Source: an optimization exercise on an open RTL-to-GDS flow (aim: small area and a short achievable clock period). Production flows keep margins and buffers that such runs may drop.
RTL that was checked went through simulation tests only; none was proved equivalent to the original.
Power is estimated from default activity; no workload was simulated.

==> inputs of 03-20 <==
==> flow/design.v <==
`timescale 1ns / 1ns
module alu8_top(
    input            clk,
    input      [7:0] regA,
    input      [7:0] regB,
    input      [4:0] opcode,
    input      [7:0] flagsIn,
    output reg [7:0] res,
    output reg [7:0] flagsOut
);
    reg [7:0] regA_q, regB_q, flagsIn_q;
    reg [4:0] opcode_q;
    wire [7:0] res_d, flagsOut_d;
    alu8 u_alu(
        .regA(regA_q),
        .regB(regB_q),
        .opcode(opcode_q),
        .flagsIn(flagsIn_q),
        .res(res_d),
        .flagsOut(flagsOut_d)
    );
    always @(posedge clk) begin
        regA_q    <= regA;
        regB_q    <= regB;
        opcode_q  <= opcode;
        flagsIn_q <= flagsIn;
        res       <= res_d;
        flagsOut  <= flagsOut_d;
    end
endmodule

`timescale 1ns / 1ns
module alu8(
    input [7:0] regA, regB,
    input [4:0] opcode,
    input [7:0] flagsIn,
    output [7:0] res,
    output [7:0] flagsOut
);
    wire [7:0] A = regA;
    wire [7:0] B = regB;
    wire [4:0] op = opcode;
    wire cin = flagsIn[4];
    wire hin = flagsIn[5];
    wire nin = flagsIn[6];
    wire hi0 = ~op[4] & ~op[3];                         
    wire opAdd   = hi0 & ~op[2] & ~op[1];               
    wire opSub   = hi0 & ~op[2] & op[1];                
    wire opCP    = hi0 & op[2] & ~op[1] & ~op[0];       
    wire opAND   = hi0 & op[2] & ~op[1] & op[0];        
    wire opOR    = hi0 & op[2] & op[1] & ~op[0];        
    wire opXOR   = hi0 & op[2] & op[1] & op[0];         
    wire opRot   = ~op[4] & op[3];                      
    wire hi2 = op[4] & ~op[3];                          
    wire opSLA  = hi2 & (op[2:0] == 3'd0);
    wire opSRx  = hi2 & ~op[2] & (op[1] ^ op[0]);       
    wire opSWAP = hi2 & (op[2:0] == 3'd3);
    wire opBIT  = hi2 & (op[2:0] == 3'd4);
    wire opRES  = hi2 & (op[2:0] == 3'd5);
    wire opSET  = hi2 & (op[2:0] == 3'd6);
    wire opCCF  = hi2 & (op[2:0] == 3'd7);
    wire hi3 = op[4] & op[3];                           
    wire opSCF = hi3 & (op[2:0] == 3'd0);
    wire opDAA = hi3 & (op[2:0] == 3'd1);
    wire opCPL = hi3 & (op[2:0] == 3'd2);
    wire opArith = opAdd | opSub | opCP;
    wire sub     = opSub | opCP;
    wire opLeft  = (opRot & ~op[0]) | opSLA;
    wire opRight = (opRot & op[0]) | opSRx;
    wire daaLo = (~nin & A[3] & (A[2] | A[1])) | hin;
    wire [7:0] dOff = {1'b0, cin, cin, 1'b0, 1'b0, daaLo, daaLo, 1'b0} ^ {8{nin}};
    wire [7:0] bsel = 8'b1 << B[2:0];
    wire yB  = opAdd | opAND | opOR | opXOR;            
    wire yNB = sub;                                     
    wire [7:0] Y = ({8{yB}} & B) | ({8{yNB}} & ~B) | {8{opCPL}}
                 | ({8{opDAA}} & dOff) | ({8{opSET}} & bsel) | ({8{opRES}} & ~bsel);
    wire c0 = (opAdd & op[0] & cin) | (opSub & ~(op[0] & cin)) | opCP | (opDAA & nin);
    wire [7:0] g = A & Y;
    wire [7:0] t = A | Y;
    wire [7:0] p = A ^ Y;
    wire g0 = g[0] | (t[0] & c0);
    wire G10 = g[1] | (t[1] & g0);
    wire G32 = g[3] | (t[3] & g[2]), P32 = t[3] & t[2];
    wire G54 = g[5] | (t[5] & g[4]), P54 = t[5] & t[4];
    wire G76 = g[7] | (t[7] & g[6]), P76 = t[7] & t[6];
    wire G20 = g[2] | (t[2] & G10);
    wire G30 = G32 | (P32 & G10);
    wire G64 = g[6] | (t[6] & G54), P64 = t[6] & P54;
    wire G74 = G76 | (P76 & G54), P74 = P76 & P54;
    wire G40 = g[4] | (t[4] & G30);
    wire G50 = G54 | (P54 & G30);
    wire G60 = G64 | (P64 & G30);
    wire G70 = G74 | (P74 & G30);
    wire [8:0] c = {G70, G60, G50, G40, G30, G20, G10, g0, c0};
    wire [7:0] sum = p ^ c[7:0];
    wire sumZ = &(~(p ^ {t[6:0], c0}));
    wire lbit = ~op[4] & (op[2] ? A[7] : cin);
    wire rbit = op[4] ? (~op[1] & A[7]) : (op[2] ? A[0] : cin);
    wire sumEn = opAdd | opSub | opDAA;
    wire [7:0] other =
          ({8{opAND | opRES}} & g)
        | ({8{opOR | opSET}} & t)
        | ({8{opXOR | opCPL}} & p)
        | ({8{opLeft}} & {A[6:0], lbit})
        | ({8{opRight}} & {rbit, A[7:1]})
        | ({8{opSWAP}} & {A[3:0], A[7:4]});
    assign res = ({8{sumEn}} & sum) | other;
    wire bitZ = ~A[B[2:0]];
    wire otherZEn = opAND | opOR | opXOR | (opRot & ~op[1]) | opSLA | opSRx | opSWAP;
    wire fZ = (opArith & sumZ) | (otherZEn & ~|other) | ((opBIT | opDAA) & bitZ);
    wire fN = sub | opCPL | (opDAA & nin);
    wire fH = (opArith & (c[4] ^ sub)) | opAND | opCPL;
    wire fC = (opArith & (c[8] ^ sub)) | (opLeft & A[7]) | (opRight & A[0]) | (opCCF & ~cin) | opSCF | (opDAA & nin);
    assign flagsOut = {fZ, fN, fH, fC, 4'b0};
endmodule
==> flow/flow/run.sh <==
#!/bin/bash
# Own layout flow: the standard ORFS flow (standard.sh), with
#  - adder-cell extraction (ADDER_MAP_FILE) off, so ABC maps all logic,
#  - ABC run with flow/abc.script instead of ORFS's abc_speed/abc_area,
#  - port buffers of a chosen cell, and CTS without dummy loads.
# Each tool's output goes to its own log under orfs/logs; make's output
# goes to flow_make.log.
set -o pipefail
HERE=$(pwd)
source "$HERE/flow/settings.sh"
# ORFS synth.tcl with only the ABC script changed
sed "s#log_cmd abc {\*}\$abc_args#log_cmd abc -script $HERE/flow/abc.script {*}[lrange \$abc_args 2 end]#" \
    "$FLOW_HOME/scripts/synth.tcl" > "$HERE/synth_mod.tcl"
grep -q "flow/abc.script" "$HERE/synth_mod.tcl" || { echo "synth.tcl patch failed"; exit 1; }
# The standard flow's synthesis script, sourcing the patched synth.tcl
sed "s#\$::env(SCRIPTS_DIR)/synth.tcl#$HERE/synth_mod.tcl#" synth_recipe.tcl > "$HERE/my_synth.tcl"
grep -q "synth_mod.tcl" "$HERE/my_synth.tcl" || { echo "synth_recipe.tcl patch failed"; exit 1; }
bash standard.sh SYNTH_SCRIPT="$HERE/my_synth.tcl" ADDER_MAP_FILE= \
    "BUFFER_PORTS_ARGS=$BUFFER_PORTS_ARGS" "CTS_ARGS=$CTS_ARGS" $EXTRA finish > flow_make.log 2>&1
==> flow/flow/abc.script <==
strash
&get -n
&deepsyn -J 200
&put
dch
map -B 0.9
topo
stime -c
buffer -c
upsize -c
dnsize -c
==> flow/flow/settings.sh <==
BUFFER_PORTS_ARGS="-buffer_cell sky130_fd_sc_hd__buf_1"
CTS_ARGS="-sink_clustering_enable -repair_clock_nets -dont_use_dummy_load"
EXTRA=""
==> flow/standard.sh <==
#!/bin/bash
# synth_recipe.tcl (not shown) runs the flow's synth.tcl, then flattens the netlist and writes it again
# the make line also repeats each setting of config.mk as NAME=value (left out here)
make -C /OpenROAD-flow-scripts/flow DESIGN_CONFIG=/design/flow/config.mk WORK_HOME=/design/flow/orfs CLKGATE_MAP_FILE= SYNTH_SCRIPT=/design/flow/synth_recipe.tcl "${@:-finish}"
==> flow/config.mk <==
export PLATFORM = sky130hd
export DESIGN_NAME = alu8_top
export DESIGN_NICKNAME = alu8_top
export VERILOG_FILES = /design/flow/design.v
export SDC_FILE = /design/flow/constraint.sdc
export NUM_CORES = 4
export LEC_CHECK = 0
export CAP_MARGIN = 20
export CORE_MARGIN = 2
export CORE_UTILIZATION = 40
export SETUP_SLACK_MARGIN = 3.6
export SLEW_MARGIN = 20
==> flow/constraint.sdc <==
create_clock -name core_clock -period 6.0 [get_ports {clk}]
set_input_delay 1.2000 -clock core_clock [delete_from_list [all_inputs] [get_ports {clk}]]
set_output_delay 1.2000 -clock core_clock [all_outputs]
set_load 0.01 [all_outputs]
==> 05-01: changes against 03-20 <==
==> flow/design.v, changed modules only <==
module alu8(
    input [7:0] regA, regB,
    input [4:0] opcode,
    input [7:0] flagsIn,
    output [7:0] res,
    output [7:0] flagsOut
);
    wire [7:0] A = regA;
    wire [7:0] B = regB;
    wire [4:0] op = opcode;
    wire cin = flagsIn[4];
    wire hin = flagsIn[5];
    wire nin = flagsIn[6];
    wire hi0 = ~op[4] & ~op[3];                         
    wire opArith = hi0 & ~(op[2] & (op[1] | op[0]));    
    wire opAddSub = hi0 & ~op[2];                       
    wire opAND = hi0 & op[2] & ~op[1] & op[0];
    wire opOR  = hi0 & op[2] & op[1] & ~op[0];
    wire opXOR = hi0 & op[2] & op[1] & op[0];
    wire opRot = ~op[4] & op[3];                        
    wire hi2 = op[4] & ~op[3];                          
    wire opSLA  = hi2 & (op[2:0] == 3'd0);
    wire opSRx  = hi2 & ~op[2] & (op[1] ^ op[0]);       
    wire opSWAP = hi2 & (op[2:0] == 3'd3);
    wire opBIT  = hi2 & (op[2:0] == 3'd4);
    wire opRES  = hi2 & (op[2:0] == 3'd5);
    wire opSET  = hi2 & (op[2:0] == 3'd6);
    wire opCCF  = hi2 & (op[2:0] == 3'd7);
    wire hi3 = op[4] & op[3];                           
    wire opSCF = hi3 & (op[2:0] == 3'd0);
    wire opDAA = hi3 & (op[2:0] == 3'd1);
    wire opCPL = hi3 & (op[2:0] == 3'd2);
    wire opLeft  = (opRot & ~op[0]) | opSLA;
    wire opRight = (opRot & op[0]) | opSRx;
    wire sub = op[1] | op[2];
    wire c0 = sub ^ (~op[2] & op[0] & cin);
    wire [7:0] bx = B ^ {8{sub}};
    wire [7:0] g = A & bx;
    wire [7:0] t = A | bx;
    wire [7:0] p = A ^ bx;
    wire [8:0] c;
    assign c[0] = c0;
    genvar i;
    generate
        for (i = 0; i < 8; i = i + 1) begin : carry
            assign c[i+1] = g[i] | (t[i] & c[i]);
        end
    endgenerate
    wire [7:0] sum = p ^ c[7:0];
    wire hc = c[4] ^ sub;
    wire cc = c[8] ^ sub;
    wire sumZ = &(~(p ^ {t[6:0], c0}));
    wire daaLo = (~nin & A[3] & (A[2] | A[1])) | hin;
    wire [7:0] dOff = {1'b0, cin, cin, 1'b0, 1'b0, daaLo, daaLo, 1'b0} ^ {8{nin}};
    wire [7:0] dg = A & dOff;
    wire [7:0] dt = A | dOff;
    wire [8:0] dc;
    assign dc[0] = nin;
    generate
        for (i = 0; i < 8; i = i + 1) begin : dcarry
            assign dc[i+1] = dg[i] | (dt[i] & dc[i]);
        end
    endgenerate
    wire [7:0] daaRes = A ^ dOff ^ dc[7:0];
    wire lbit = ~op[4] & (op[2] ? A[7] : cin);
    wire rbit = op[4] ? (~op[1] & A[7]) : (op[2] ? A[0] : cin);
    wire [7:0] bsel = 8'b1 << B[2:0];
    wire [7:0] resset = opSET ? (A | bsel) : (A & ~bsel);
    wire [7:0] other =
          ({8{opAND}} & (A & B))
        | ({8{opOR}}  & (A | B))
        | ({8{opXOR}} & (A ^ B))
        | ({8{opLeft}} & {A[6:0], lbit})
        | ({8{opRight}} & {rbit, A[7:1]})
        | ({8{opSWAP}} & {A[3:0], A[7:4]})
        | ({8{opRES | opSET}} & resset)
        | ({8{opCPL}} & ~A);
    assign res = ({8{opAddSub}} & sum) | ({8{opDAA}} & daaRes) | other;
    wire bitZ = ~A[B[2:0]];
    wire otherZEn = (hi0 & op[2] & (op[1] | op[0])) | (opRot & ~op[1]) | opSLA | opSRx | opSWAP;
    wire fZ = (opArith & sumZ) | (otherZEn & ~|other) | ((opBIT | opDAA) & bitZ);
    wire fN = (opArith & sub) | opCPL | (opDAA & nin);
    wire fH = (opArith & hc) | opAND | opCPL;
    wire fC = (opArith & cc) | (opLeft & A[7]) | (opRight & A[0]) | (opCCF & ~cin) | opSCF | (opDAA & nin);
    assign flagsOut = {fZ, fN, fH, fC, 4'b0};
endmodule
==> flow/flow/run.sh (replaced) <==
#!/bin/bash
set -o pipefail
bash standard.sh ADDER_MAP_FILE= ABC_AREA=1 "BUFFER_PORTS_ARGS=-buffer_cell sky130_fd_sc_hd__buf_1" finish > flow_make.log 2>&1
Settings changed: SETUP_SLACK_MARGIN 3.6 to 4.2.
removed: flow/flow/abc.script
removed: flow/flow/settings.sh
==> 04-18: changes against 03-20 <==
==> flow/flow/abc.script (replaced) <==
strash
dch
map -B 0.9
topo
stime -c
buffer -c
upsize -c
dnsize -c
--- a/flow/flow/settings.sh
+++ b/flow/flow/settings.sh
@@ -3 +3,2 @@
 EXTRA=""
+EXTRA="SETUP_MOVE_SEQUENCE=unbuffer,sizeup,swap"
Settings changed: SETUP_SLACK_MARGIN 3.6 to 3.8.
==> summary.txt <==
metric	03-20	04-18	05-01
Status	no timing/DRC/antenna violations	no timing/DRC/antenna violations	no timing/DRC/antenna violations
Post-synthesis compound-gate area fraction	19.0%	13.6%	18.8%
Power per standard cell area	209 nW/um^2	203 nW/um^2	222 nW/um^2
Effective utilization at floorplan	41.0%	41.6%	41.6%
Cell depth of the worst hold path	3	2	4
Net Sw Frac	34.3%	35.0%	32.0%
DP Cell Count	434	509	504
Met1 demand-to-capacity share in global routing	26.7%	28.4%	32.8%
Pre-CTS setup slack	3240 ps	3790 ps	3740 ps
Total power after layout	629 uW	599 uW	820 uW
Worst-case setup margin in the final layout	3490 ps	3850 ps	4070 ps
Final min period	2510 ps	2150 ps	1930 ps
Placed wire-length estimate	4.64 mm	5.40 mm	6.41 mm
Via count of the first global-routing pass	2276	2287	2709
Die ar.	6230 um^2	6850 um^2	7310 um^2
Relative max-transition margin	51.9%	61.4%	56.5%
Maximum fanout along the worst path	8	8	1
Routed wire length on met3	449 um	561 um	986 um
Slowest CP cell	dfxtp_4	o21ai_1	dfxtp_1
Worst reg2reg path depth	24	12	13
Clock Pin Slew Worst Setup and Hold Paths	70 ps	70 ps	90 ps
Synth-to-Final Area Change	34.1%	18.7%	39.3%
For 05-01, only the layout was checked, not whether the RTL still works.

[what the ideal ports hide]
In the flow no input, the clock included, has a driving cell. The finished layouts below were timed again as built, in two steps. Step 1, drivers: a clkbuf_16 drives clk and a buf_2 each remaining input, both assumed. Step 2 adds t to the input delays and takes it off the output delays; t is the mean of the earliest and latest rising clock arrival at the registers after step 1. Input paths then give back, and output paths get back, about the clock's delay inside the block. Three values: ideal, step 1, step 2; two values: the first two.
run	t, ns	slack for setup (ns)	clock arrival spread, ns
03-20	0.314	3.489 / 3.489 / 3.489	0.011 / 0.011
05-01	0.326	4.067 / 4.037 / 4.074	0.015 / 0.015
04-18	0.314	3.848 / 3.848 / 3.848	0.003 / 0.003
After both steps setup and hold are still met in every run listed.
